This design comes from an exercise in tuning for a short achievable clock period and few clock cycles on the open sky130 flow, not from production work. Function was not checked in any run shown here: the RTL went through the layout flow alone. No activity file was given, so power comes from the tool's default toggle rates.

## flow/flow/run.sh

```bash
#!/bin/bash
# Layout flow: the standard flow (standard.sh: ORFS with the standard
# synthesis), with two changes to how the layout is made; the constraints
# (constraint.sdc) are unchanged:
#  - timing repair aims at a larger setup slack margin, so that it works
#    towards the period the design can reach rather than the design's 13 ns;
#  - after global placement, flow/outbuf.tcl moves each output port's buffer
#    next to the register that feeds it (detailed placement legalizes it).
# Each tool's log is in orfs/logs/; make's own output is in flow_make.log.
set -euo pipefail
MARGIN=${MARGIN:-9}
sed -e "s|SETUP_SLACK_MARGIN=[-0-9.]*|SETUP_SLACK_MARGIN=$MARGIN POST_GLOBAL_PLACE_TCL=$PWD/flow/outbuf.tcl|" standard.sh > standard_margin.sh
grep -q "SETUP_SLACK_MARGIN=$MARGIN" standard_margin.sh
bash standard_margin.sh finish > flow_make.log 2>&1
```

## flow/flow/outbuf.tcl

```tcl
# Move the buffer of each output port, and any inverter or buffer between
# it and the register that feeds it, next to that register, so that the
# buffer, not the register, drives the wire to the pin. Detailed placement
# legalizes the moved cells afterwards.
proc outbuf_driver {inst} {
  foreach it [$inst getITerms] {
    if {[$it isInputSignal] && [$it getNet] != "NULL"} {
      foreach jt [[$it getNet] getITerms] {
        if {[$jt isOutputSignal]} { return [$jt getInst] }
      }
    }
  }
  return ""
}
proc outbuf_is_single {inst} {
  set n 0
  foreach it [$inst getITerms] {
    if {[$it isInputSignal] && [$it getNet] != "NULL"} { incr n }
  }
  set m [[$inst getMaster] getName]
  return [expr {$n == 1 && [regexp {__(inv|buf|clkbuf|clkinv)_} $m]}]
}
set block [ord::get_db_block]
set moved 0
foreach bterm [$block getBTerms] {
  if {[$bterm getIoType] != "OUTPUT"} { continue }
  set net [$bterm getNet]
  if {$net == "NULL"} { continue }
  set buf ""
  foreach it [$net getITerms] {
    if {[$it isOutputSignal]} { set buf [$it getInst] }
  }
  if {$buf == ""} { continue }
  set chain [list $buf]
  set src [outbuf_driver $buf]
  while {$src != "" && [outbuf_is_single $src] && [llength $chain] < 4} {
    lappend chain $src
    set src [outbuf_driver $src]
  }
  if {$src == ""} { continue }
  set loc [$src getLocation]
  foreach c $chain {
    $c setLocation [lindex $loc 0] [lindex $loc 1]
    incr moved
  }
}
puts "outbuf: moved $moved cells next to the registers that drive the outputs"
```

## flow/standard.sh

```bash
#!/bin/bash
# synth_recipe.tcl (not shown) runs the flow's synth.tcl, then flattens the netlist and writes it again
# the make line also repeats each setting of config.mk as NAME=value (left out here)
make -C /OpenROAD-flow-scripts/flow DESIGN_CONFIG=/design/flow/config.mk WORK_HOME=/design/flow/orfs CLKGATE_MAP_FILE= SYNTH_SCRIPT=/design/flow/synth_recipe.tcl "${@:-finish}"
```

## flow/config.mk

```make
export PLATFORM = sky130hd
export DESIGN_NAME = cpu_pipeline
export DESIGN_NICKNAME = cpu_pipeline
export VERILOG_FILES = /design/flow/design.v
export SDC_FILE = /design/flow/constraint.sdc
export NUM_CORES = 8
export LEC_CHECK = 0
export CAP_MARGIN = 40
export CORE_MARGIN = 2
export CORE_UTILIZATION = 40
export CTS_CLUSTER_DIAMETER = 100
export CTS_CLUSTER_SIZE = 20
export PLACE_DENSITY = 0.6
export SETUP_SLACK_MARGIN = 5
export SLEW_MARGIN = 40
```

## flow/constraint.sdc

```tcl
create_clock -name core_clock -period 13.0 [get_ports {clk}]
set_input_delay 2.6000 -clock core_clock [delete_from_list [all_inputs] [get_ports {clk}]]
set_output_delay 2.6000 -clock core_clock [all_outputs]
set_load 0.01 [all_outputs]
```

## flow/design.v

```verilog
module ALU (
    input  [31:0] A,
    input  [31:0] B,
    input  [3:0]  shh,           
    input  [7:0]  shl,           
    input  arith,                
    input  sub,                  
    input  op_slt, op_sltu,
    input  op_and, op_or, op_xor, op_nor, op_passb,
    input  op_sll, op_srl, op_sra,
    output [31:0] S
);
wire [31:0] Bx = B ^ {32{sub}};
wire [31:0] p0 = A ^ Bx;
wire [31:0] g0 = A & Bx;
wire [32*6-1:0] G, P;
assign G[31:0] = {g0[31:1], g0[0] | (p0[0] & sub)};
assign P[31:0] = p0;
genvar i, l;
generate
for (l = 0; l < 5; l = l + 1) begin : lv
    for (i = 0; i < 32; i = i + 1) begin : b
        if (i < (1 << l)) begin : pass
            assign G[32*(l+1)+i] = G[32*l+i];
            assign P[32*(l+1)+i] = P[32*l+i];
        end else begin : op
            assign G[32*(l+1)+i] = G[32*l+i] | (P[32*l+i] & G[32*l+i-(1<<l)]);
            assign P[32*(l+1)+i] = P[32*l+i] & P[32*l+i-(1<<l)];
        end
    end
end
endgenerate
wire [31:0] c = G[32*5 +: 32];               
wire        fill = op_sra & B[31];
wire [31:0] fillw = {32{fill}};
wire [38:0] r1 = ({39{shh[0]}} & {fillw[6:0], B})
               | ({39{shh[1]}} & {fillw[14:0], B[31:8]})
               | ({39{shh[2]}} & {fillw[22:0], B[31:16]})
               | ({39{shh[3]}} & {fillw[30:0], B[31:24]});
wire [31:0] l1 = ({32{shh[0]}} & B)
               | ({32{shh[1]}} & {B[23:0], 8'd0})
               | ({32{shh[2]}} & {B[15:0], 16'd0})
               | ({32{shh[3]}} & {B[7:0], 24'd0});
reg  [31:0] shr_r, shl_r;
integer j;
always @(*) begin
    shr_r = 32'd0;
    shl_r = 32'd0;
    for (j = 0; j < 8; j = j + 1) begin
        shr_r = shr_r | ({32{shl[j]}} & r1[j +: 32]);
        shl_r = shl_r | ({32{shl[j]}} & (l1 << j));
    end
end
wire [31:0] other = ({32{op_and}}   & (A & B))
                  | ({32{op_or}}    & (A | B))
                  | ({32{op_xor}}   & (A ^ B))
                  | ({32{op_nor}}   & ~(A | B))
                  | ({32{op_passb}} & B)
                  | ({32{op_sll}}   & shl_r)
                  | ({32{op_srl | op_sra}} & shr_r);
wire [31:1] s0 = ({31{arith}} &  p0[31:1]) | other[31:1];    
wire [31:1] s1 = ({31{arith}} & ~p0[31:1]) | other[31:1];    
assign S[31:1] = (s0 & ~c[30:0]) | (s1 & c[30:0]);
wire base0 = (arith & (p0[0] ^ sub)) | other[0];
wire t0 = base0 | (op_slt & (p0[31] | A[31]))  | (op_sltu & ~g0[31]);               
wire t1 = base0 | (op_slt & ~p0[31] & A[31])   | (op_sltu & ~g0[31] & ~p0[31]);    
assign S[0] = c[30] ? t1 : t0;
endmodule
module KSAdd #(parameter W = 30) (
    input  [W-1:0] a,
    input  [W-1:0] b,
    input          cin,
    output [W-1:0] s
);
wire [W-1:0] p0 = a ^ b;
wire [W-1:0] g0 = a & b;
localparam L = (W <= 1) ? 1 : (W <= 2) ? 1 : (W <= 4) ? 2 : (W <= 8) ? 3 : (W <= 16) ? 4 : (W <= 32) ? 5 : 6;
wire [W*(L+1)-1:0] G, P;
assign G[W-1:0] = {g0[W-1:1], g0[0] | (p0[0] & cin)};
assign P[W-1:0] = p0;
genvar i, l;
generate
for (l = 0; l < L; l = l + 1) begin : lv
    for (i = 0; i < W; i = i + 1) begin : b
        if (i < (1 << l)) begin : pass
            assign G[W*(l+1)+i] = G[W*l+i];
            assign P[W*(l+1)+i] = P[W*l+i];
        end else begin : op
            assign G[W*(l+1)+i] = G[W*l+i] | (P[W*l+i] & G[W*l+i-(1<<l)]);
            assign P[W*(l+1)+i] = P[W*l+i] & P[W*l+i-(1<<l)];
        end
    end
end
endgenerate
wire [W-1:0] c = G[W*L +: W];                
assign s = p0 ^ {c[W-2:0], cin};
endmodule
module ALUControl (
    input  [31:0] ir,
    output op_add, op_sub, op_slt, op_sltu,
    output op_and, op_or, op_xor, op_nor, op_passb,
    output op_sll, op_srl, op_sra
);
wire [5:0] op = ir[31:26];
wire [5:0] fn = ir[5:0];
wire is_r = (op == 6'h00);
assign op_add   = (is_r & (fn == 6'h20 | fn == 6'h21)) | op == 6'h08 | op == 6'h09 |
                  op == 6'h23 | op == 6'h2b;
assign op_sub   = is_r & (fn == 6'h22 | fn == 6'h23);
assign op_slt   = (is_r & fn == 6'h2a) | op == 6'h0a;
assign op_sltu  = (is_r & fn == 6'h2b) | op == 6'h0b;
assign op_and   = (is_r & fn == 6'h24) | op == 6'h0c;
assign op_or    = is_r & fn == 6'h25;
assign op_xor   = is_r & fn == 6'h26;
assign op_nor   = is_r & fn == 6'h27;
assign op_passb = op == 6'h0f | op == 6'h03 | (is_r & fn == 6'h09);
assign op_sll   = is_r & fn == 6'h00;
assign op_srl   = is_r & fn == 6'h02;
assign op_sra   = is_r & fn == 6'h03;
endmodule
module Control (
    input  [31:0] ir,
    output        uses_rs,       
    output        uses_rt,       
    output        b_rt,          
    output        b_sext,        
    output        b_zext,        
    output        b_lui,         
    output        b_pc4,         
    output        writes,        
    output [4:0]  dst,           
    output        is_lw,
    output        is_sw,
    output        is_beq,
    output        is_bne,
    output        is_blez,
    output        is_bgtz,
    output        is_bgez,
    output        is_br,         
    output        is_j,          
    output        is_jr,         
    output        is_jalr,       
    output        is_call,       
    output        is_ctl         
);
wire [5:0] op = ir[31:26];
wire [5:0] fn = ir[5:0];
wire [4:0] rt = ir[20:16];
wire [4:0] rd = ir[15:11];
wire is_r    = (op == 6'h00);
wire r_alu   = is_r & (fn == 6'h20 | fn == 6'h21 | fn == 6'h22 | fn == 6'h23 |
                       fn == 6'h24 | fn == 6'h25 | fn == 6'h26 | fn == 6'h27 |
                       fn == 6'h2a | fn == 6'h2b);
wire r_sh    = is_r & (fn == 6'h00 | fn == 6'h02 | fn == 6'h03);
assign is_jr   = is_r & (fn == 6'h08);
assign is_jalr = is_r & (fn == 6'h09);
wire i_sext  = (op == 6'h08) | (op == 6'h09) | (op == 6'h0a) | (op == 6'h0b);
wire i_andi  = (op == 6'h0c);
wire i_lui   = (op == 6'h0f);
assign is_lw   = (op == 6'h23);
assign is_sw   = (op == 6'h2b);
assign is_beq  = (op == 6'h04);
assign is_bne  = (op == 6'h05);
assign is_blez = (op == 6'h06);
assign is_bgtz = (op == 6'h07);
assign is_bgez = (op == 6'h01);
assign is_br   = is_beq | is_bne | is_blez | is_bgtz | is_bgez;
wire   is_jal  = (op == 6'h03);
assign is_j    = (op == 6'h02) | is_jal;
assign is_call = is_jal | is_jalr;
assign is_ctl  = is_br | is_j | is_jr | is_jalr;
assign uses_rs = r_alu | is_jr | is_jalr | i_sext | i_andi | is_lw | is_sw | is_br;
assign uses_rt = r_alu | r_sh | is_sw | is_beq | is_bne;
assign b_rt   = r_alu | r_sh | is_beq | is_bne;
assign b_sext = i_sext | is_lw | is_sw;
assign b_zext = i_andi;
assign b_lui  = i_lui;
assign b_pc4  = is_call;
assign writes = r_alu | r_sh | is_jalr | i_sext | i_andi | i_lui | is_lw | is_jal;
assign dst    = is_jal ? 5'd31 : (is_r ? rd : rt);
endmodule
module RegisterFile (
    input         clk,
    input         rst_n,
    input         we,
    input  [4:0]  wa,
    input  [31:0] wd,
    input  [31:0] ra1,           
    input  [31:0] ra2,           
    output [31:0] rd1,
    output [31:0] rd2
);
reg  [31:0] rf [1:31];
wire [31:0] q1 [0:31];
wire [31:0] q2 [0:31];
assign q1[0] = 32'd0;
assign q2[0] = 32'd0;
genvar i;
generate
for (i = 1; i < 32; i = i + 1) begin : g
    assign q1[i] = q1[i-1] | (rf[i] & {32{ra1[i]}});
    assign q2[i] = q2[i-1] | (rf[i] & {32{ra2[i]}});
    always @(posedge clk or negedge rst_n) begin
        if (~rst_n)
            rf[i] <= 32'd0;
        else if (we && wa == i)
            rf[i] <= wd;
    end
end
endgenerate
assign rd1 = q1[31];
assign rd2 = q2[31];
endmodule
module IF_BTB #(parameter N = 16, parameter TW = 12) (
    input clk,
    input rst_n,
    input  [TW-1:0] f_tag,
    output [N-1:0]  hit,         
    output          pt,          
    output          plx,         
    output [TW-1:0] ptgt,        
    input           upd,
    input           u_taken,
    input  [TW-1:0] u_tag,
    input  [TW-1:0] u_tgt,
    input           l_upd,       
    input  [N-1:0]  l_hit,       
    input           l_taken
);
reg  [N-1:0]  v;
reg  [N-1:0]  tv;                
reg  [TW-1:0] tag  [0:N-1];
reg  [TW-1:0] tgt  [0:N-1];
reg  [1:0]    ctr  [0:N-1];
reg  [3:0]    cnt  [0:N-1];      
reg  [3:0]    trip [0:N-1];
reg  [3:0]    rr;              
wire [N-1:0] hitnz, hitlx, um;
wire [TW-1:0] tsel [0:N];
assign tsel[0] = {TW{1'b0}};
wire alloc_any = upd & u_taken & ~(|um);
genvar i;
generate
for (i = 0; i < N; i = i + 1) begin : g
    wire [3:0] cnt1 = (cnt[i] == 4'd15) ? 4'd15 : cnt[i] + 4'd1;
    wire lx_now = tv[i] & (cnt[i] == trip[i]);
    wire lx_t   = tv[i] & (cnt1 == trip[i]);      
    wire lx_nt  = (cnt[i] == 4'd0);               
    wire pend   = l_upd & l_hit[i];
    wire lx     = pend ? (l_taken ? lx_t : lx_nt) : lx_now;
    assign hit[i]    = v[i] & (tag[i] == f_tag);
    assign hitnz[i]  = hit[i] & (|ctr[i]) & ~lx;
    assign hitlx[i]  = hit[i] & (|ctr[i]) & lx;
    assign um[i]     = v[i] & (tag[i] == u_tag);
    assign tsel[i+1] = tsel[i] | ({TW{hit[i]}} & tgt[i]);
    wire alloc = alloc_any & (rr == i);
    always @(posedge clk) begin
        if (alloc) begin
            tag[i]   <= u_tag;
            tgt[i]   <= u_tgt;
            ctr[i]   <= 2'd2;
        end else if (upd & um[i]) begin
            if (u_taken) begin
                tgt[i]   <= u_tgt;
                if (ctr[i] != 2'd3) ctr[i] <= ctr[i] + 2'd1;
            end else begin
                if (ctr[i] != 2'd0) ctr[i] <= ctr[i] - 2'd1;
            end
        end
    end
    always @(posedge clk) begin
        if (alloc) begin
            cnt[i] <= 4'd1;
        end else if (l_upd & l_hit[i]) begin
            if (l_taken) begin
                cnt[i] <= cnt1;
            end else begin
                trip[i] <= cnt[i];
                cnt[i]  <= 4'd0;
            end
        end
    end
    always @(posedge clk or negedge rst_n) begin
        if (~rst_n) begin
            tv[i] <= 1'b0;
        end else if (alloc) begin
            tv[i] <= 1'b0;
        end else if (l_upd & l_hit[i] & ~l_taken) begin
            tv[i] <= 1'b1;
        end
    end
end
endgenerate
assign pt   = |hitnz;
assign plx  = |hitlx;
assign ptgt = tsel[N];
always @(posedge clk or negedge rst_n) begin
    if (~rst_n) begin
        v  <= {N{1'b0}};
        rr <= 0;
    end else if (alloc_any) begin
        v[rr] <= 1'b1;
        rr    <= rr + 1'b1;
    end
end
endmodule
module IDForward (
    input  [4:0] r,
    input        e_rw,
    input  [4:0] e_dst,
    output       sel_em
);
assign sel_em = e_rw & (e_dst == r);
endmodule
module BranchCond (
    input  [31:0] m,             
    input  [31:0] ra,            
    input  [31:0] rb,            
    input  [31:0] pnpc,          
    input  a_m,                  
    input  b_m,                  
    input  is_beq, is_bne, is_blez, is_bgtz, is_bgez,
    output taken,
    output jr_ne                 
);
wire eq_mr = (m == rb);
wire eq_rm = (ra == m);
wire eq_rr = (ra == rb);
wire eq = a_m ? (b_m | eq_mr) : (b_m ? eq_rm : eq_rr);
wire zero = a_m ? (m == 32'd0) : (ra == 32'd0);
wire neg  = a_m ? m[31] : ra[31];
assign jr_ne = a_m ? (m != pnpc) : (ra != pnpc);
assign taken = (is_beq  & eq)
             | (is_bne  & ~eq)
             | (is_blez & (neg | zero))
             | (is_bgtz & ~neg & ~zero)
             | (is_bgez & ~neg);
endmodule
module MEM (
    input         is_lw,
    input  [31:0] alu_res,
    input  [31:0] rdata,
    output [31:0] res
);
assign res = is_lw ? rdata : alu_res;
endmodule
module cpu_pipeline (
    input clk,           
    input rst_n,         
    output [31:0] imem_addr,     
    input  [31:0] imem_rdata,    
    output [31:0] dmem_addr,     
    output [31:0] dmem_wdata,    
    output        dmem_we,       
    input  [31:0] dmem_rdata     
);
reg  [31:0] pc;
reg         d_valid;
reg  [31:0] d_ir, d_pc4, d_pnpc;
reg  [11:0] d_tag;
reg  [15:0] d_hit;
reg  [31:0] d_rs_oh, d_rt_oh;    
reg         d_pt, d_lx;
reg         d_stall;             
reg         d_redb, d_rednc;     
reg  [31:0] e_a, e_b, e_sd, e_pc4, e_bt, e_pnpc;
reg  [4:0]  e_dst;
reg  [3:0]  e_shh;               
reg  [7:0]  e_shl;               
reg  [11:0] e_tag;
reg  [15:0] e_hit;
reg         e_rw, e_lw, e_sw, e_br, e_jr, e_jalr;
reg         e_kill;              
reg         e_beq, e_bne, e_blez, e_bgtz, e_bgez;
reg         e_pt, e_ptok;
reg         e_a_m, e_a_r, e_b_m, e_b_r, e_s_m, e_s_r;
reg         e_ac_m, e_bc_m;      
reg         e_add, e_sub, e_slt, e_sltu, e_and, e_or, e_xor, e_nor, e_passb;
reg         e_sll, e_srl, e_sra;
reg  [31:0] m_res, m_sd;
reg  [31:0] m_cmpn;              
reg         m_we, m_rw, m_lw;
reg  [4:0]  m_dst;
reg  [31:0] w_res;
reg         w_rw;
reg  [4:0]  w_dst;
reg  [31:0] pci, ma;
reg  [31:0] ra;
reg         u_upd, u_taken;
reg         l_upd, l_taken;
reg  [15:0] l_hit;
reg  [11:0] u_tag, u_tgt;
wire        taken, jr_ne;
wire        e_rwv   = e_rw   & ~e_kill;
wire        e_lwv   = e_lw   & ~e_kill;
wire        e_swv   = e_sw   & ~e_kill;
wire        e_brv   = e_br   & ~e_kill;
wire        e_jrxv  = (e_jr | e_jalr) & ~e_kill;
wire        e_jalrv = e_jalr & ~e_kill;
wire [31:0] pcx = pci;
wire [31:0] f_pc4 = {pcx[31], pcx[30:0] + 31'd4};
wire        f_pt, f_plx;
wire [15:0] f_hit;
wire [11:0] f_ptgt;
IF_BTB #(.N(16), .TW(12)) BTB (
    .clk    (clk),
    .rst_n  (rst_n),
    .f_tag  (pcx[13:2]),
    .hit    (f_hit),
    .pt     (f_pt),
    .plx    (f_plx),
    .ptgt   (f_ptgt),
    .upd    (u_upd),
    .u_taken(u_taken),
    .u_tag  (u_tag),
    .u_tgt  (u_tgt),
    .l_upd  (l_upd),
    .l_hit  (l_hit),
    .l_taken(l_taken)
);
wire        d_call;
reg         d_callr;
reg         d_rs_m, d_rs_w, d_rt_m, d_rt_w;
wire [31:0] ras   = (d_valid & d_callr) ? d_pc4 : ra;
wire        f_j   = (imem_rdata[31:27] == 5'b00001);
wire        f_jr  = (imem_rdata[31:26] == 6'h00) & ~imem_rdata[5] & imem_rdata[3] & ~imem_rdata[0];
wire [31:0] f_jt  = {f_pc4[31:28], imem_rdata[25:0], 2'b00};
wire [31:0] f_btgt   = {pcx[31:14], f_ptgt, 2'b00};
wire [31:0] f_bpc  = f_pt ? f_btgt : f_pc4;    
wire [31:0] f_npc  = f_j ? f_jt : (f_jr ? ras : f_bpc);
wire        f_ptk = f_j | f_jr | f_pt;
assign imem_addr = {~pc[31], pc[30:0]};
wire f_uses_rs, f_uses_rt, f_br, f_ctl, f_call;
Control C0 (
    .ir     (imem_rdata),
    .uses_rs(f_uses_rs),
    .uses_rt(f_uses_rt),
    .b_rt   (), .b_sext (), .b_zext (), .b_lui  (), .b_pc4  (), .writes (), .dst    (),
    .is_lw  (), .is_sw  (), .is_beq (), .is_bne (), .is_blez(), .is_bgtz(), .is_bgez(),
    .is_br  (f_br),
    .is_j   (), .is_jr  (), .is_jalr(), .is_call(f_call),
    .is_ctl (f_ctl)
);
wire [31:0] f_rs_oh = 32'd1 << imem_rdata[25:21];
wire [31:0] f_rt_oh = 32'd1 << imem_rdata[20:16];
wire [4:0]  d_rs  = d_ir[25:21];
wire [4:0]  d_rt  = d_ir[20:16];
wire [15:0] d_imm = d_ir[15:0];
wire d_uses_rs, d_uses_rt, d_b_rt, d_b_sext, d_b_zext, d_b_lui, d_b_pc4, d_writes;
wire [4:0] d_dst;
wire d_lw, d_sw, d_beq, d_bne, d_blez, d_bgtz, d_bgez, d_br, d_j, d_jr, d_jalr, d_ctl;
Control C1 (
    .ir     (d_ir),
    .uses_rs(d_uses_rs),
    .uses_rt(d_uses_rt),
    .b_rt   (d_b_rt),
    .b_sext (d_b_sext),
    .b_zext (d_b_zext),
    .b_lui  (d_b_lui),
    .b_pc4  (d_b_pc4),
    .writes (d_writes),
    .dst    (d_dst),
    .is_lw  (d_lw),
    .is_sw  (d_sw),
    .is_beq (d_beq),
    .is_bne (d_bne),
    .is_blez(d_blez),
    .is_bgtz(d_bgtz),
    .is_bgez(d_bgez),
    .is_br  (d_br),
    .is_j   (d_j),
    .is_jr  (d_jr),
    .is_jalr(d_jalr),
    .is_call(d_call),
    .is_ctl (d_ctl)
);
wire d_add, d_sub, d_slt, d_sltu, d_and, d_or, d_xor, d_nor, d_passb, d_sll, d_srl, d_sra;
ALUControl AC1 (
    .ir      (d_ir),
    .op_add  (d_add),
    .op_sub  (d_sub),
    .op_slt  (d_slt),
    .op_sltu (d_sltu),
    .op_and  (d_and),
    .op_or   (d_or),
    .op_xor  (d_xor),
    .op_nor  (d_nor),
    .op_passb(d_passb),
    .op_sll  (d_sll),
    .op_srl  (d_srl),
    .op_sra  (d_sra)
);
wire [31:0] rf_rs, rf_rt;
RegisterFile RF (
    .clk  (clk),
    .rst_n(rst_n),
    .we   (w_rw),
    .wa   (w_dst),
    .wd   (w_res),
    .ra1  (d_rs_oh),
    .ra2  (d_rt_oh),
    .rd1  (rf_rs),
    .rd2  (rf_rt)
);
wire [31:0] m_out;
wire [31:0] d_rsv = d_rs_m ? m_out : d_rs_w ? w_res : rf_rs;
wire [31:0] d_rtv = d_rt_m ? m_out : d_rt_w ? w_res : rf_rt;
wire d_rw = d_writes & (d_dst != 5'd0);
wire stall = d_valid & d_stall;
wire [17:2] d_btl;
wire        d_btc;
KSAdd #(.W(17)) BTA (
    .a  ({1'b0, d_pc4[17:2]}),
    .b  ({1'b0, d_imm}),
    .cin(1'b0),
    .s  ({d_btc, d_btl})
);
wire [31:18] d_hi_p1 = d_pc4[31:18] + 14'd1;
wire [31:18] d_hi_m1 = d_pc4[31:18] - 14'd1;
wire [31:18] d_bth = d_imm[15] ? (d_btc ? d_pc4[31:18] : d_hi_m1) :
                                 (d_btc ? d_hi_p1 : d_pc4[31:18]);
wire [31:0] d_bt = {d_bth, d_btl, d_pc4[1:0]};
wire [31:0] d_off = {{14{d_imm[15]}}, d_imm, 2'b00};
wire red_b  = d_redb;                             
wire d_red  = d_valid & (d_redb | d_rednc);       
wire [31:0] d_rtgt = red_b ? d_bt : d_pc4;
wire a_em, b_em;
IDForward FA (.r(d_rs), .e_rw(e_rwv), .e_dst(e_dst), .sel_em(a_em));
IDForward FB (.r(d_rt), .e_rw(e_rwv), .e_dst(e_dst), .sel_em(b_em));
wire [31:0] d_bval = d_b_rt   ? d_rtv :
                     d_b_sext ? {{16{d_imm[15]}}, d_imm} :
                     d_b_zext ? {16'd0, d_imm} :
                     d_b_lui  ? {d_imm, 16'd0} :
                                d_pc4;
wire [31:0] A  = ({32{e_a_m}} & m_res) | ({32{e_a_r}} & e_a);
wire [31:0] B  = ({32{e_b_m}} & m_res) | ({32{e_b_r}} & e_b);
wire [31:0] SD = ({32{e_s_m}} & m_res) | ({32{e_s_r}} & e_sd);
wire [31:0] e_res;
ALU A1 (
    .A(A), .B(B), .shh(e_shh), .shl(e_shl),
    .arith(e_add), .sub(e_sub), .op_slt(e_slt), .op_sltu(e_sltu),
    .op_and(e_and), .op_or(e_or), .op_xor(e_xor), .op_nor(e_nor), .op_passb(e_passb),
    .op_sll(e_sll), .op_srl(e_srl), .op_sra(e_sra),
    .S(e_res)
);
BranchCond BC (
    .m(~m_cmpn), .ra(e_a), .rb(e_b), .pnpc(e_pnpc),
    .a_m(e_ac_m), .b_m(e_bc_m),
    .is_beq(e_beq), .is_bne(e_bne), .is_blez(e_blez), .is_bgtz(e_bgtz), .is_bgez(e_bgez),
    .taken(taken), .jr_ne(jr_ne)
);
wire mis_br  = e_brv & (taken ? ~e_ptok : e_pt);   
wire mis_jr  = e_jrxv & jr_ne;                      
wire e_mis   = mis_br | mis_jr;
MEM MEM1 (.is_lw(m_lw), .alu_res(m_res), .rdata(dmem_rdata), .res(m_out));
assign dmem_addr  = ma;
assign dmem_wdata = m_sd;
assign dmem_we    = m_we;
wire d_go = d_valid & ~stall;             
wire [31:0] e_tgt   = e_jrxv ? A : (taken ? e_bt : e_pc4);
wire [31:0] pc_rest = ({32{stall}}           & pcx)    |
                      ({32{~stall & d_red}}  & d_rtgt) |
                      ({32{~stall & ~d_red}} & f_npc);
wire [31:0] pc_next = e_mis ? e_tgt : pc_rest;
wire [31:0] pc_next_i = ({32{e_mis}} & e_tgt) | ({32{~e_mis}} & (d_red ? d_rtgt : f_npc));
always @(posedge clk or negedge rst_n) begin
    if (~rst_n) begin
        pc      <= 32'h0000_0000;
        pci     <= 32'h8000_0000;
        d_valid <= 1'b0;
    end else begin
        pc      <= {~pc_next[31], pc_next[30:0]};
        if (~stall)
            pci <= pc_next_i;
        d_valid <= ~e_mis & (stall | ~d_red);
    end
end
wire [4:0] n_rs = stall ? d_rs : imem_rdata[25:21];
wire [4:0] n_rt = stall ? d_rt : imem_rdata[20:16];
always @(posedge clk) begin
    d_rs_m <= e_rwv & (e_dst == n_rs);
    d_rt_m <= e_rwv & (e_dst == n_rt);
    d_rs_w <= m_rw  & (m_dst == n_rs);
    d_rt_w <= m_rw  & (m_dst == n_rt);
end
always @(posedge clk or negedge rst_n) begin
    if (~rst_n) begin
        d_stall <= 1'b0;
    end else begin
        d_stall <= d_go & d_lw & d_rw &
                   ((f_uses_rs & (imem_rdata[25:21] == d_dst)) |
                    (f_uses_rt & (imem_rdata[20:16] == d_dst)));
    end
end
always @(posedge clk) begin
    if (~stall) begin
        d_redb  <= f_br & ~f_ptk & ~f_plx & imem_rdata[15];
        d_rednc <= f_ptk & ~f_ctl;
        d_callr <= f_call;
        d_ir   <= imem_rdata;
        d_rs_oh <= f_rs_oh;
        d_rt_oh <= f_rt_oh;
        d_tag  <= pcx[13:2];
        d_pc4  <= f_pc4;
        d_pnpc <= f_npc;
        d_pt   <= f_ptk;
        d_lx   <= f_plx;
        d_hit  <= f_hit;
    end
end
always @(posedge clk or negedge rst_n) begin
    if (~rst_n) begin
        ra <= 32'd0;
    end else if (d_valid & d_call) begin
        ra <= d_pc4;
    end
end
always @(posedge clk or negedge rst_n) begin
    if (~rst_n) begin
        e_rw <= 1'b0; e_lw <= 1'b0; e_sw <= 1'b0;
        e_br <= 1'b0; e_jr <= 1'b0; e_jalr <= 1'b0;
        e_kill <= 1'b0;
    end else begin
        e_rw    <= d_go & d_rw;
        e_lw    <= d_go & d_lw & d_rw;
        e_sw    <= d_go & d_sw;
        e_br    <= d_go & d_br;
        e_jr    <= d_go & d_jr;
        e_jalr  <= d_go & d_jalr;
        e_kill  <= e_mis;
    end
end
always @(posedge clk) begin
    e_a    <= d_rsv;
    e_b    <= d_bval;
    e_sd   <= d_rtv;
    e_shh  <= 4'd1 << d_ir[10:9];
    e_shl  <= 8'd1 << d_ir[8:6];
    e_dst  <= d_dst;
    e_pc4  <= d_pc4;
    e_bt   <= d_bt;
    e_pnpc <= d_pnpc;       
    e_pt   <= d_pt | red_b;
    e_ptok <= red_b | (d_pt & ((d_pc4 ^ d_off ^ d_pnpc) ==
                               {((d_pc4[30:0] & d_off[30:0]) | ((d_pc4[30:0] | d_off[30:0]) & ~d_pnpc[30:0])), 1'b0}));
    e_tag  <= d_tag;
    e_hit  <= d_hit;
    e_beq  <= d_beq; e_bne <= d_bne; e_blez <= d_blez; e_bgtz <= d_bgtz; e_bgez <= d_bgez;
    e_a_m  <= a_em;
    e_ac_m <= a_em & (d_br | d_jr | d_jalr);
    e_bc_m <= b_em & d_br;
    e_a_r  <= ~a_em;
    e_b_m  <= b_em & d_b_rt;
    e_b_r  <= ~(b_em & d_b_rt);
    e_s_m  <= b_em;
    e_s_r  <= ~b_em;
    e_add <= d_add | d_sub; e_sub <= d_sub | d_slt | d_sltu; e_slt <= d_slt; e_sltu <= d_sltu;
    e_and <= d_and; e_or <= d_or; e_xor <= d_xor; e_nor <= d_nor; e_passb <= d_passb;
    e_sll <= d_sll; e_srl <= d_srl; e_sra <= d_sra;
end
always @(posedge clk or negedge rst_n) begin
    if (~rst_n) begin
        u_upd <= 1'b0;
        l_upd <= 1'b0;
    end else begin
        u_upd <= e_brv | e_jalrv;
        l_upd <= e_brv;
    end
end
always @(posedge clk) begin
    u_taken <= ~e_br | taken;
    l_taken <= taken;
    l_hit   <= e_hit;
    u_tgt   <= e_jalr ? A[13:2] : e_bt[13:2];
    u_tag   <= e_tag;
end
always @(posedge clk or negedge rst_n) begin
    if (~rst_n) begin
        m_we <= 1'b0;
        m_rw <= 1'b0;
    end else begin
        m_we <= e_swv;
        m_rw <= e_rwv;
    end
end
always @(posedge clk or negedge rst_n) begin
    if (~rst_n) begin
        ma <= 32'd0;
    end else begin
        ma <= e_res;
    end
end
always @(posedge clk) begin
    m_res  <= e_res;
    m_cmpn <= ~e_res;
    m_sd  <= SD;
    m_lw  <= e_lwv;
    m_dst <= e_dst;
end
always @(posedge clk or negedge rst_n) begin
    if (~rst_n) begin
        w_rw <= 1'b0;
    end else begin
        w_rw <= m_rw;
    end
end
always @(posedge clk) begin
    w_res <= m_out;
    w_dst <= m_dst;
end
endmodule
```

==> notes.md, run 1 <==
Headroom to the max-slew limit came out at 30.40%. The floorplan step set the die height to 546.9 um. The number of placed instances, taps included, is 14.13k.

Number of H-tree levels: 4. The logs give 199 for the number of rows created at floorplan and 24.6% for the fraction of power consumed by the clock network. The count of pins over their slew limit came out at 0.

In this run the biggest area consumer among cell types represents 24.81% of the synthesized area. The part of the total power dissipated in sequential elements was 47.4%; the clock period minus worst slack was 4.082 ns. The run gives 0 as the number of failing setup endpoints in the final timing report. The maximum number of pins on one net before global-route repair came out at 155. Fill cells in the final layout number 26.94k. The tools report the via count of the first global-routing pass as 94.21k. Setup repair after global routing could not meet its margin everywhere. Of all nets on the critical path, the largest fanout is 3. The run finished with no timing, DRC or antenna violations. In this run, synthesis produced a sequential element count of 2351.

The total number of clock tree sinks came out at 2351. In this run the static leakage power is 53.68 nW. The tools report the total nets after synthesis as 10.88k.

The area growth from synthesis to layout is 11.17%. The overall via count from detail_route was 98.98k. The logs give 14.51k for the count of non-filler cells in the finished layout and 49 for the initial antenna violation count. For the starting density of the core, the log shows 40.16%.

Dividing the detail-routed via count by the number of cells gives 6.820. Transition time at the pin with the least slew margin: 1.041 ns. The final layout contains 10.73k nets. In this run the tool buffered the top-level ports with 162 buffer cells. The clock passes through at most 4 buffers. After synthesis, the mean cell area works out to 11.11 um2. The placed instances occupy a cell area of 124100 um2. The path class of the tightest hold or removal check is reg -> reg. The critical path is of the in -> reg type. TritonCTS created 143 clock buffers. TritonCTS built the clock tree.

The most used flip-flop cell after synthesis was sky130_fd_sc_hd__dfrtp_1. For the count of hold-fix buffers inserted at cts, the log shows 0. The type of element launching the critical path was an input port. After synthesis, the cell types taking the most area are sky130_fd_sc_hd__dfrtp_1 25%, sky130_fd_sc_hd__edfxtp_1 16%, sky130_fd_sc_hd__mux2_2 10%, sky130_fd_sc_hd__dfxtp_1 9.2%, sky130_fd_sc_hd__xnor2_1 4.5%. The design draws 19.98 mW. In this run the power density over the cells is 152.5 nW/um2.

Synthesis produced 10.61k cells. The run gives 8.918 ns as the worst setup slack after layout. The horizontal die dimension is 546.9 um. The proportion of layout cells with a drive suffix above 1 was 20.56%; the internal power was 12.77 mW.

For the worst-skew pair, the clock arrives at the later sink with an insertion delay of 0.92 ns. The tightest hold margin came out at 0.2713 ns. The worst endpoint required time came out at 13.79 ns. Global routing finished with a remaining overflow of 0. The proportion of synthesized flip-flops having asynchronous set or reset is 49.77%, and the post-detailed-route wirelength per cell is 36.67 um. Clock-pin slew was measured on the worst setup and hold paths at 0.09 ns. The first detailed-routing pass ran for 15 iterations.

Category of the worst setup path capture point: a register. The run gives 117900 um2 as the area of the mapped netlist. The cell with the most instances after synthesis was sky130_fd_sc_hd__dfrtp_1.

The post-route standard cell area excluding fillers is 131100 um2. In this run, synthesis inferred 638 flip-flops with an integrated enable. After synthesis, the most frequently instantiated cells are 1169 x sky130_fd_sc_hd__dfrtp_1, 1069 x sky130_fd_sc_hd__mux2_2, 662 x sky130_fd_sc_hd__clkbuf_1, 658 x sky130_fd_sc_hd__nand2_1, 638 x sky130_fd_sc_hd__edfxtp_1. The final hold violation count is 0, and the net switching fraction of the power is 36.09%.

The die covers 299100 um2. The setup slack at placement was 7.379 ns; the worst vdd rail ir drop was 0.1566 mV. sky130_fd_sc_hd__dfrtp_1 takes more of the synthesized area than any other cell.

During synthesis, Yosys emitted a total of 10 warnings. The detailed router finished its first iteration with 15.20k violations. For the switching component of the power, the log shows 7.211 mW. Per report_power, the combinational group accounts for 28.0% of the total. In the routed design, unresolved DRC markers number 0. The max capacitance violation total is 0.

The logs give 0 ns for the final-layout setup total negative slack and 50.31% for the share of synthesized area occupied by flip-flops and latches. The logs give 293600 um2 for the area of the core region and 0.2450 GHz for the highest achievable clock rate. Final worst-path cycle share: 31.40%.

The first global-routing pass estimated 736.1 mm of wire. Global-route total usage across every layer: 34.17%. The tools report the final wirelength as 532.2 mm. Clock skew: 0.1265 ns.

Cells fill 44.64% of the core in the end. Once detailed placement completed, the half-perimeter wirelength came to 326.6 mm. After synthesis, the netlist uses 108 different library cells.

The remaining antenna violation count after routing is 0. Pin placement for this block handled 163 I/O pins. The buffer cell driving the clock tree root is sky130_fd_sc_hd__clkbuf_16. Data on the critical path arrives at its endpoint at 4.87 ns.
layer usage:
| layer | track usage (%) | part of all wire, % | vias to the layer above |
|---|---|---|---|
| met5 | 0.5223 | 0.099 | - |
| met4 | 22.80 | 8.5 | 51 |
| met2 | 48.58 | 41 | 7796 |
| met1 | 43.46 | 37 | 49440 |
| met3 | 12.20 | 14 | 2195 |
| li1 | - | - | 39490 |
layout make-up:
cell class / instances / area (um2) / area share, %
sequential: 2351 / 59430 / 45.35
multi-input combinational: 7087 / 55410 / 42.28
timing repair buffer: 592 / 5886 / 4.491
tap: 3919 / 4903 / 3.742
clock buffer: 233 / 3969 / 3.028
inverter: 287 / 1102 / 0.8411
clock inverter: 23 / 307.8 / 0.2349
antenna: 21 / 52.55 / 0.04010
final timing paths:
check / end / cells past startpoint / slack [ns] / start
min in group asynchronous: RF.rf[14][15] / 1 / 1.58 / rst_n
worst min register to register: u_tag[7] / 0 / 0.27 / e_tag[7]
worst min-delay path: u_tag[7] / 0 / 0.27 / e_tag[7]
worst max register to register: ma[10] / 9 / 8.92 / e_b_m
worst max-delay path: e_b[3] / 5 / 8.92 / dmem_rdata[3]
max in group asynchronous: RF.rf[19][4] / 4 / 9.34 / rst_n
cells in the final DEF, fill, tap and decap left out, types with 36 or more instances in the layout:
cell type	synthesis	layout
sky130_fd_sc_hd__dfrtp_1	1169	1167
sky130_fd_sc_hd__mux2_2	1069	1068
sky130_fd_sc_hd__edfxtp_1	638	638
sky130_fd_sc_hd__nand2_1	658	638
sky130_fd_sc_hd__xnor2_1	608	595
sky130_fd_sc_hd__a22oi_1	538	534
sky130_fd_sc_hd__a22o_1	476	464
sky130_fd_sc_hd__dfxtp_1	543	461
sky130_fd_sc_hd__a221oi_1	399	399
sky130_fd_sc_hd__nor2_1	431	394
sky130_fd_sc_hd__a21oi_1	355	346
sky130_fd_sc_hd__buf_4	54	304
sky130_fd_sc_hd__nand4_1	296	296
sky130_fd_sc_hd__o21ai_0	319	293
sky130_fd_sc_hd__nand3_1	278	275
sky130_fd_sc_hd__inv_1	281	269
sky130_fd_sc_hd__ha_1	171	163
sky130_fd_sc_hd__xor2_1	164	160
sky130_fd_sc_hd__clkbuf_16	0	149
sky130_fd_sc_hd__mux2i_1	122	122
sky130_fd_sc_hd__buf_6	14	112
sky130_fd_sc_hd__a31oi_1	107	106
sky130_fd_sc_hd__nor3_1	112	104
sky130_fd_sc_hd__clkbuf_1	662	87
sky130_fd_sc_hd__dfxtp_2	0	76
sky130_fd_sc_hd__nand2b_1	69	68
sky130_fd_sc_hd__nor4_1	88	67
sky130_fd_sc_hd__o21ai_1	42	57
sky130_fd_sc_hd__o32ai_1	70	56
sky130_fd_sc_hd__clkdlybuf4s50_1	0	54
sky130_fd_sc_hd__and3_1	48	48
sky130_fd_sc_hd__buf_2	72	48
sky130_fd_sc_hd__o211ai_1	41	41
sky130_fd_sc_hd__nand3b_1	41	41
sky130_fd_sc_hd__and2_1	41	39
sky130_fd_sc_hd__a21o_1	38	38
sky130_fd_sc_hd__or3_1	41	37
sky130_fd_sc_hd__a222oi_1	36	36
registers in the layout, summed over array words and instances (netlist names), 64 cells and up:
signal	cells
RF.rf	992
BTB.tag	192
BTB.tgt	192
BTB.cnt	64
BTB.trip	64
power by group through the flow:
stage               clock, mW  combinational (mW)  sequential (mW)
global route             5.19                5.90             9.52
CTS                      4.92                5.27             9.43
global placement            0                4.84             9.64
detailed placement          0                5.00             9.58
finish                   4.91                5.60             9.47
floorplan                   0                3.45             9.04
worst max-delay path, stage by stage:
cell	delay [ns]
sky130_fd_sc_hd__clkdlybuf4s50_1	0.79
sky130_fd_sc_hd__mux2_2	0.59
sky130_fd_sc_hd__nand2_1	0.10
sky130_fd_sc_hd__o21ai_0	0.34
sky130_fd_sc_hd__mux2_2	0.43
cell families after synthesis:
kind of cell               Yosys count  synth area share [%]
AOI/OAI and AO/OA                 2688                 16.91
DFF                               2351                 50.31
and+or+nand+nor                   2229                 9.361
muxes                             1191                 11.25
buffers and inverters             1179                 4.105
xor gates and xnor gates           773                 5.749
adders and majority gates          201                 2.324
repair_timing:
item,in CTS,in global routing
endpoints found under the setup margin,468,345
pin swaps,25,33
buffers inserted,41,41
resized for setup,677,156
cloned,11,7
==> inputs of run 2 (changes only) <==
--- a/flow/design.v
+++ b/flow/design.v
@@ -421,5 +421,4 @@
 wire        d_call;
 reg         d_callr;
-reg         d_rs_m, d_rs_w, d_rt_m, d_rt_w;
 wire [31:0] ras   = (d_valid & d_callr) ? d_pc4 : ra;
 wire        f_j   = (imem_rdata[31:27] == 5'b00001);
@@ -504,4 +503,8 @@
 );
 wire [31:0] m_out;
+wire d_rs_m = m_rw && m_dst == d_rs;
+wire d_rt_m = m_rw && m_dst == d_rt;
+wire d_rs_w = w_rw && w_dst == d_rs;
+wire d_rt_w = w_rw && w_dst == d_rt;
 wire [31:0] d_rsv = d_rs_m ? m_out : d_rs_w ? w_res : rf_rs;
 wire [31:0] d_rtv = d_rt_m ? m_out : d_rt_w ? w_res : rf_rt;
@@ -576,12 +579,4 @@
     end
 end
-wire [4:0] n_rs = stall ? d_rs : imem_rdata[25:21];
-wire [4:0] n_rt = stall ? d_rt : imem_rdata[20:16];
-always @(posedge clk) begin
-    d_rs_m <= e_rwv & (e_dst == n_rs);
-    d_rt_m <= e_rwv & (e_dst == n_rt);
-    d_rs_w <= m_rw  & (m_dst == n_rs);
-    d_rt_w <= m_rw  & (m_dst == n_rt);
-end
 always @(posedge clk or negedge rst_n) begin
     if (~rst_n) begin
==> notes.md, run 2 <==
The run finished with no timing, DRC or antenna violations. Remaining antenna violation count after routing: 0. The arithmetic-cell share of the synthesized area counting full adders, half adders and majority gates is 2.340%. After detailed routing, the total wire length is 533.1 mm. Counting flops per register, the top entry is RF.rf. The slowest stage of the critical path is the sky130_fd_sc_hd__o211ai_1 cell.

The cell sitting at the root of the clock tree is a sky130_fd_sc_hd__clkbuf_16. Data arrival time of the critical path: 4.90 ns. After clock tree synthesis, the clock-pin slew on the worst setup and hold paths is 0.09 ns. Most used flip-flop cell after synthesis: sky130_fd_sc_hd__dfrtp_1. The fraction of the mapped netlist area in compound gates was 16.74%; the initial antenna violation count was 45. The area growth from synthesis to layout came out at 10.77%. The run gives 94.69k as the via count of the first global-routing pass. The most common cell after layout, fill and taps aside was sky130_fd_sc_hd__dfrtp_1.

In this run the cell area of the synthesized design comes to 117500 um2. The later pin in the worst-skew pair is clocked with a latency of 0.89 ns. The final hold violation count is 0, and the proportion of layout cells with a drive suffix above 1 is 19.45%.

The final route contains 99.94k vias. The number of nets handed over by synthesis was 10.95k. CTS built an H-tree with a depth of 4. Dividing the detail-routed via count by the number of cells gives 6.866.

The instance count of the mapped netlist is 10.68k, and the clock period minus worst slack is 4.193 ns. The maximum number of pins on one net before global-route repair is 166, and the number of synthesis warnings is 10. The synthesized area divided by synthesized cell count works out to 11.00 um2. STA classifies the critical path endpoint as a register. The filler cells instantiated in the layout total 27.15k. The flop and latch count out of synthesis is 2347. Across every metal layer, demand over resource in global routing totals 34.16%. Static power due to leakage: 53.49 nW. The total number of clock tree sinks came out at 2347. Die extent in y: 546.0 um. The worst hold path belongs to the class reg -> reg. Leaving out fill and tap cells, the most frequent cells in the layout are 1167 x sky130_fd_sc_hd__dfrtp_1, 1031 x sky130_fd_sc_hd__mux2_2, 667 x sky130_fd_sc_hd__nand2_1. The number of failing setup endpoints in the final timing report came out at 0.

After synthesis, the largest family of logic cells by area is compound AO/OA/AOI/OAI gates. The run gives 163 as the count of pins on the block boundary. Power spread over the standard cell area amounts to 149.8 nW/um2. In the final design database the tool counted 10.78k nets.

For the final-layout setup total negative slack, the log shows 0 ns. The run gives 734.0 mm as the global-route wire length before repair. The maximum buffer depth of the clock tree came out at 4. The highest fanout seen on the critical path works out to 34. The critical path is of the reg -> reg type.

The number of buffers inserted during clock tree synthesis is 144. The largest registers in the layout are RF.rf (992), BTB.tag (192), BTB.tgt (192). After detailed routing, the average wire length per cell comes to 36.62 um. The transition time at the pin with the least slew margin came out at 0.9986 ns. The worst path uses 32.25% of the clock period. The detailed router's first-iteration violation count was 16.70k.

The worst setup path is launched from a register. The top cell type by area accounts for 24.89% of the synthesized area. The worst vdd rail ir drop was 0.1366 mV.

After synthesis, the most frequently instantiated cells are 1169 x sky130_fd_sc_hd__dfrtp_1, 1031 x sky130_fd_sc_hd__mux2_2, 731 x sky130_fd_sc_hd__clkbuf_1, 686 x sky130_fd_sc_hd__nand2_1, 638 x sky130_fd_sc_hd__edfxtp_1. The number of rows created at floorplan was 199. The count of flip-flops with a built-in enable after synthesis works out to 638. Remaining global-route overflow: 0. STA puts the critical path data required time at 13.71 ns.

TritonCTS built the clock tree. On the worst path, the slowest cell contributes a delay of 0.66 ns. The run gives 0 as the count of pins over their slew limit. Based on the critical path, the design can be clocked at up to 0.2385 GHz. The tools report the detailed placer's ending HPWL as 329.6 mm. The clock arrives with 0.09439 ns of skew.

Summed over all instances, the cell type with the most area after synthesis is sky130_fd_sc_hd__dfrtp_1. The proportion of synthesized flip-flops having asynchronous set or reset was 49.85%. The tools report the worst-case headroom to the max-slew limit as 33.42%. After synthesis, the cell types taking the most area are sky130_fd_sc_hd__dfrtp_1 25%, sky130_fd_sc_hd__edfxtp_1 16%, sky130_fd_sc_hd__mux2_2 9.9%, sky130_fd_sc_hd__dfxtp_1 9.2%, sky130_fd_sc_hd__xnor2_1 4.4%.

The first detailed-routing pass took 13 iterations. In this run the horizontal extent of the chip is 546.0 um. The register with the most flip-flops in the layout has 992 of them. Yosys mapped the design onto 83 distinct sky130hd cell types.

The port buffer count is 162. Area of the core region: 293100 um2. Of the total synthesized cell area, the portion taken by AND, OR, NAND and NOR gates is 9.846%. The max capacitance violation total was 0. Setup repair after global routing could not meet its margin everywhere. After synthesis, flip-flops and latches occupy 50.40% of the total area. Fraction of synthesized cell area in xor and xnor cells: 5.635%. Once the floorplan was initialized, standard cells occupied 40.10% of the core.

The die covers 298100 um2. The cell with the most instances after synthesis is sky130_fd_sc_hd__dfrtp_1. The signal on the critical path passes through xor2_1 > nor4_4 > nand3_4 > buf_4 > o211ai_1 > o21ai_0 > nor2_1 > a31oi_1. After detailed routing, the number of remaining DRC violations is 0.

Post-layout total power: 19.50 mW. Post-synthesis mux area share: 11.06%.
run 2: cell count changes in the layout (fill, tap and decap cells not counted), moves of 53 or more:
cell / change
sky130_fd_sc_hd__a221oi_1: -57
sky130_fd_sc_hd__o211ai_1: +87
sky130_fd_sc_hd__nor3_1: +65
sky130_fd_sc_hd__a222oi_1: +62
sky130_fd_sc_hd__a21oi_1: -54
sky130_fd_sc_hd__o21ai_0: -66
sky130_fd_sc_hd__a22o_1: -53
run 2: through the flow:
step / cells / cell area, um2 / worst slack [ns] / hold WS, ns / util [%]
final: 14560 / 130200 / 8.807 / 0.3149 / 44.42
after global routing: 14530 / 130100 / 8.920 / 0.3292 / 44.40
after CTS: 14470 / 128900 / 8.909 / 0.3260 / 44.00
after detailed placement: 14180 / 123900 / 7.078 / 0.3118 / 42.28
after global placement: 14170 / 123600 / 6.460 / 0.3095 / 42.16
after floorplan: 10680 / 118000 / 8.523 / 0.3096 / -
run 2: repair_timing:
action,in CTS,in global routing
setup buffers,35,39
endpoints found under the setup margin,420,407
hold buffers,0,0
gates resized for setup,653,122
pin swaps,12,34
gates cloned,7,11
run 2: worst paths after layout:
check,end,startpoint,cells past startpoint,slack [ns]
max in group asynchronous,BTB.rr[2],rst_n,6,9.21
worst min-delay path,u_tag[10],e_tag[10],0,0.31
worst max-delay path,e_b[14],w_dst[2],8,8.81
worst max register to register,e_b[14],w_dst[2],8,8.81
min in group asynchronous,RF.rf[12][5],rst_n,1,1.58
worst min register to register,u_tag[10],e_tag[10],0,0.31
run 2: critical path: cells and delay by family (launching register included):
kind	cells	cell delay, ns
buffers and inverters	1	0.46
AOI/OAI and AO/OA	3	1.27
DFF	1	0.63
xor gates and xnor gates	1	0.20
and+or+nand+nor	3	1.45
run 2: final cells by class:
class                           instances  area, um2  area share (%)
Inverter                              307       1200          0.9218
Timing Repair inverter                  1      5.005        0.003845
Clock buffer                          223       3974           3.053
Clock inverter                         21      225.2          0.1730
Antenna cell                           29      72.57         0.05575
Sequential cell                      2347      59330           45.58
Tap cell                             3919       4903           3.767
Multi-Input combinational cell       7136      55000           42.25
Timing Repair Buffer                  573       5458           4.193
run 2: routing by layer:
layer	wire length [um]	track usage (%)	share of wire (%)
met4	39670	20.80	7.4
met5	430	0.5769	0.081
met1	200100	44.34	38
met2	221400	49.21	42
met3	71520	11.09	13
run 2: cell families after synthesis:
| kind of cell | Yosys count |
|---|---|
| AO/OA/AOI/OAI | 2631 |
| buffers and inverters | 1202 |
| multiplexers | 1170 |
| AND/OR/NAND/NOR | 2375 |
| adder cells (fa/ha/maj) | 202 |
| flip-flops | 2347 |
| XOR/XNOR | 756 |
run 2: power by group:
part | leakage, nW | switching [mW] | internal (mW)
sequential | 26.8 | 0.958 | 8.44
clock | 2.01 | 2.74 | 2.15
combinational | 24.7 | 3.29 | 1.92
total | 53.5 | 6.99 | 12.5
==> inputs of run 3 (changes only) <==
--- a/flow/design.v
+++ b/flow/design.v
@@ -425,7 +425,11 @@
 wire        f_jr  = (imem_rdata[31:26] == 6'h00) & ~imem_rdata[5] & imem_rdata[3] & ~imem_rdata[0];
 wire [31:0] f_jt  = {f_pc4[31:28], imem_rdata[25:0], 2'b00};
+wire        f_sel_j  = f_j;
+wire        f_sel_jr = ~f_j & f_jr;
+wire        f_sel_bt = ~f_j & ~f_jr & f_pt;
+wire        f_sel_p4 = ~f_j & ~f_jr & ~f_pt;
 wire [31:0] f_btgt   = {pcx[31:14], f_ptgt, 2'b00};
-wire [31:0] f_bpc  = f_pt ? f_btgt : f_pc4;    
-wire [31:0] f_npc  = f_j ? f_jt : (f_jr ? ras : f_bpc);
+wire [31:0] f_npc = ({32{f_sel_j}}  & f_jt)   | ({32{f_sel_jr}} & ras) |
+                    ({32{f_sel_bt}} & f_btgt) | ({32{f_sel_p4}} & f_pc4);
 wire        f_ptk = f_j | f_jr | f_pt;
 assign imem_addr = {~pc[31], pc[30:0]};
==> notes.md, run 3 <==
The logs give 0.1089 mV for the worst vdd rail ir drop and 98.49k for the overall via count from detail_route. Entering global routing, the biggest net connects 146 pins. Sequential cells were found to cover 50.62% of the synthesized design area. The worst pin sits at a relative slew slack of 26.55%. By area the synthesized netlist is led by sky130_fd_sc_hd__dfrtp_1 25%, sky130_fd_sc_hd__edfxtp_1 16%, sky130_fd_sc_hd__mux2_2 9.8%, sky130_fd_sc_hd__dfxtp_1 9.2%, sky130_fd_sc_hd__xnor2_1 4.3%. The run gives 130200 um2 as the post-route standard cell area excluding fillers. In this run, synthesis produced a sequential element count of 2347. After routing, the total negative slack on setup checks comes to 0 ns. Along the worst hold path, the cell count comes to 0. Of all nets on the critical path, the largest fanout is 6.

The final hold violation count is 0. The clock period minus worst slack was 4.146 ns; the area of the mapped netlist was 117000 um2. The fraction of the mapped netlist area in compound gates was 16.69%. STA puts the critical path data required time at 13.71 ns. The first global-routing pass estimated 714.2 mm of wire. The count of pins over their slew limit is 0. When the netlist entered floorplanning its net count stood at 10.82k. After global routing the overflow that remains totals 0.

The simple-gate area share of the yosys netlist works out to 9.404%. Setup violations remaining at the end of the flow were counted as 0. Clock skew on the completed layout was measured at 0.07817 ns. In the global route stage, overall resource usage came out at 33.57%. The horizontal die dimension was 544.9 um; the number of remaining DRC errors was 0.

The number of vias per cell is 6.843. The top register by number of flip-flops is RF.rf. The detailed router's first-iteration violation count is 16.59k, and the final worst-path cycle share is 31.89%. Highest achievable clock rate: 0.2412 GHz. In the final layout, the registers with the most flip-flops are RF.rf (992), BTB.tag (192), BTB.tgt (192).

The Yosys step of the flow raised 10 warnings. The register with the most flip-flops in the layout has 992 of them. The number of H-tree levels came out at 4.

The run gives 53.27 nW as the static power due to leakage. The cell type contributing the most total cell area after synthesis was sky130_fd_sc_hd__dfrtp_1. TritonCTS built the clock tree. Dividing the detail-routed wire length by the instance count gives 35.88 um. Together, buffers and inverters on the worst path number 3. The port buffer count is 162.

After detailed placement, the total cell area comes to 122900 um2. The transition time at the pin with the least slew margin was 1.102 ns. The total number of clock tree sinks is 2347, and the via count of the first global-routing pass is 93.46k.

The number of detailed-routing iterations run before antenna repair was 11. The count of pins on the block boundary is 163, and the initial antenna violation count is 43. Yosys instantiated no cell more often than sky130_fd_sc_hd__dfrtp_1. The area growth from synthesis to layout is 11.24%. Counting the buffers created by CTS gives 147. Counting cells, the worst reg-to-reg path comes to 17. Once detail routing completed, the nets flagged for antenna violations numbered 0.

The area of the core region is 291100 um2. The worst setup path is captured at a register. For this run, the post-layout net count is 10.63k.

The clock passes through at most 4 buffers. The initial utilization of the core area, before any placement, comes to 40.20%. For this run, the slowest stage of the critical path takes 0.50 ns. The wire-length estimate of the detail-placed layout is 313.3 mm. The floorplan step defined a die boundary enclosing 296900 um2.

In the synthesized netlist, the cells that appear most often are 1169 x sky130_fd_sc_hd__dfrtp_1, 1017 x sky130_fd_sc_hd__mux2_2, 657 x sky130_fd_sc_hd__clkbuf_1, 638 x sky130_fd_sc_hd__edfxtp_1, 617 x sky130_fd_sc_hd__nand2_1. Final wirelength: 516.4 mm. The arithmetic-cell share of the synthesized area counting full adders, half adders and majority gates came out at 2.342%. Clock-pin slew was measured on the worst setup and hold paths at 0.09 ns.

Clock latency on the worst-skew pair, taken at its later pin, is 0.90 ns. Counting distinct cell types in the post-synthesis netlist gives 89. The flow ran to the end and the layout has no timing, DRC or antenna violations.

The count of cell instances traversed by the critical path was 17. Setup repair after global routing could not meet its margin everywhere. The top cell types in the final layout, fill and taps aside, are 1166 x sky130_fd_sc_hd__dfrtp_1, 1017 x sky130_fd_sc_hd__mux2_2, 638 x sky130_fd_sc_hd__edfxtp_1. The most used flip-flop cell after synthesis is sky130_fd_sc_hd__dfrtp_1. By startpoint and endpoint, the worst setup path is classified as reg -> reg. The fraction of synthesized cell area in xor and xnor cells is 5.839%. Main combinational cell family by area after synthesis: compound AO/OA/AOI/OAI gates.

The signal on the critical path passes through buf_12 > a22o_4 > xor2_2 > ha_1 > and2_4 > or3_1 > o31a_1 > o211ai_1 > buf_4 > a31oi_4 > a2111oi_4 > buf_4 > nor2_4 > o21ai_4 > o21ai_2 > xor2_2 > a2111o_1. In this run the worst hold path is classified as reg -> reg. STA puts the critical path data arrival time at 4.86 ns.

Die extent in y: 544.9 um. Row generation in the floorplan step produced 198 rows. The buffer cell driving the clock tree root is sky130_fd_sc_hd__clkbuf_16. The power per unit of standard cell area was 150.9 nW/um2. The post-synthesis mux area share was 11.02%; the synthesized area divided by synthesized cell count was 11.09 um2. The worst setup path is launched from a register. Leaving out fill and tap cells, the most frequent cell in the layout is sky130_fd_sc_hd__dfrtp_1.

For this design, the CTS-stage hold fixing added 0 buffers. Counting flops with an async set or reset pin after synthesis yields a share of 49.85%. The proportion of layout cells with a drive suffix above 1 was 20.00%. Yosys mapped a number of flops with a built-in enable equal to 638. The fraction of synthesized cell area taken by the top area cell type is 25.00%. The cell with the largest stage delay on the worst path is sky130_fd_sc_hd__a2111o_1. The max capacitance violation total is 0.

The kind of cell with the highest combined delay along the critical path is compound AO/OA/AOI/OAI gates. The instance count of the mapped netlist was 10.55k.
-- run 3: path summary, 6_finish.rpt --
check	slack, ns	end	from
min	0.32	u_tag[6]	e_tag[6]
min in group asynchronous	1.62	RF.rf[19][25]	rst_n
min reg2reg	0.32	u_tag[6]	e_tag[6]
max in group asynchronous	9.30	l_upd	rst_n
max	8.85	ma[30]	e_b_m
max reg2reg	8.85	ma[30]	e_b_m
-- run 3: per-layer routing --
layer  global-route usage (%)  part of all wire, %  vias up
met1                    43.18                   37    49280
met3                    11.98                   14     2028
li1                         -                    -    39210
met2                    47.22                   41     7958
met5                   0.3084                0.033        -
met4                    22.20                  8.2       20
-- run 3: area by class of cell --
type	instances	area (um2)
Antenna cell	23	57.56
Clock buffer	239	4119
Clock inverter	14	229.0
Fill cell	26690	160900
Inverter	317	1219
Multi-Input combinational cell	7012	54900
Sequential cell	2347	59390
Tap cell	3900	4880
Timing Repair Buffer	541	5359
-- run 3: repair_timing --
item	4_1_cts	5_1_grt
pin swaps	46	47
gates resized for setup	729	165
endpoints found under the setup margin	537	414
buffers inserted	61	33
cloned	8	3
-- run 3: cells by family (layout without fill, tap and decap cells) --
logic type	after synthesis	after routing
flops	2347	2347
compound gates	2616	2616
xor+xnor	780	780
buf+inv	1196	1111
mux	1160	1160
fa+ha+maj	201	201
other cells	0	23
simple gates	2254	2255
-- run 3: metrics by stage --
step	total power [mW]	util (%)	hold WS [ns]	setup WS (ns)	cells
2_1_floorplan	12.24	-	0.3096	8.650	10550
5_1_grt	20.21	44.70	0.3329	8.734	14380
3_3_place_gp	14.15	42.04	0.3104	7.027	13990
6_report	19.64	44.71	0.3175	8.854	14390
4_1_cts	19.30	44.27	0.3231	8.777	14320
3_5_place_dp	14.26	42.23	0.3118	7.242	14000
-- run 3: power breakdown --
group,total [mW],switching (mW),internal [mW]
combinational,5.21,3.27,1.94
clock,4.95,2.67,2.28
sequential,9.49,1.03,8.46
total,19.6,6.97,12.7
-- run 3: worst reg2reg max path: stages, from the launching register on --
cell and delay, ns:
sky130_fd_sc_hd__dfxtp_4 0.36, sky130_fd_sc_hd__buf_12 0.13, sky130_fd_sc_hd__a22o_4 0.29, sky130_fd_sc_hd__xor2_2 0.15, sky130_fd_sc_hd__ha_1 0.33, sky130_fd_sc_hd__and2_4 0.15, sky130_fd_sc_hd__or3_1 0.30, sky130_fd_sc_hd__o31a_1 0.30
sky130_fd_sc_hd__o211ai_1 0.20, sky130_fd_sc_hd__buf_4 0.17, sky130_fd_sc_hd__a31oi_4 0.13, sky130_fd_sc_hd__a2111oi_4 0.31, sky130_fd_sc_hd__buf_4 0.19, sky130_fd_sc_hd__nor2_4 0.07, sky130_fd_sc_hd__o21ai_4 0.19, sky130_fd_sc_hd__o21ai_2 0.09
sky130_fd_sc_hd__xor2_2 0.17, sky130_fd_sc_hd__a2111o_1 0.50

-- separate check: timing with driven ports --
No port has a modelled driver above. Below, the same layouts with a new extraction and two added sets of constraints.
Step 1 (the two cells are an assumption about what drives the block):
set clk [get_ports {clk}]
set_driving_cell -lib_cell sky130_fd_sc_hd__clkbuf_16 $clk
set_driving_cell -lib_cell sky130_fd_sc_hd__buf_2 [delete_from_list [all_inputs] $clk]
Step 2 moves the port delays by t, midway between the first and last clock arrival at a register: inputs arrive t later, outputs are due t later. That takes back most of the time a late clock gives input paths.
Three values: ideal ports, drivers, drivers and shift; two values: the first two.
| run | t (ns) | slack for setup (ns) | hold slack, ns | worst register clock-pin slew, ns | worst slew at a driven data input, ns |
|---|---|---|---|---|---|
| run 1 | 0.975 | 8.918 / 8.811 / 8.018 | 0.271 / 0.271 / 0.271 | 0.10 / 0.10 | 0.22 |
| run 2 | 0.958 | 8.807 / 8.807 / 8.125 | 0.315 / 0.315 / 0.315 | 0.10 / 0.10 | 0.29 |
| run 3 | 0.949 | 8.854 / 8.854 / 8.125 | 0.318 / 0.318 / 0.318 | 0.10 / 0.10 | 0.22 |
After both steps every run listed still meets setup and hold. The setup slack of run 1, which loses most, moves by -0.107 ns with the drivers and by -0.900 ns with both steps.
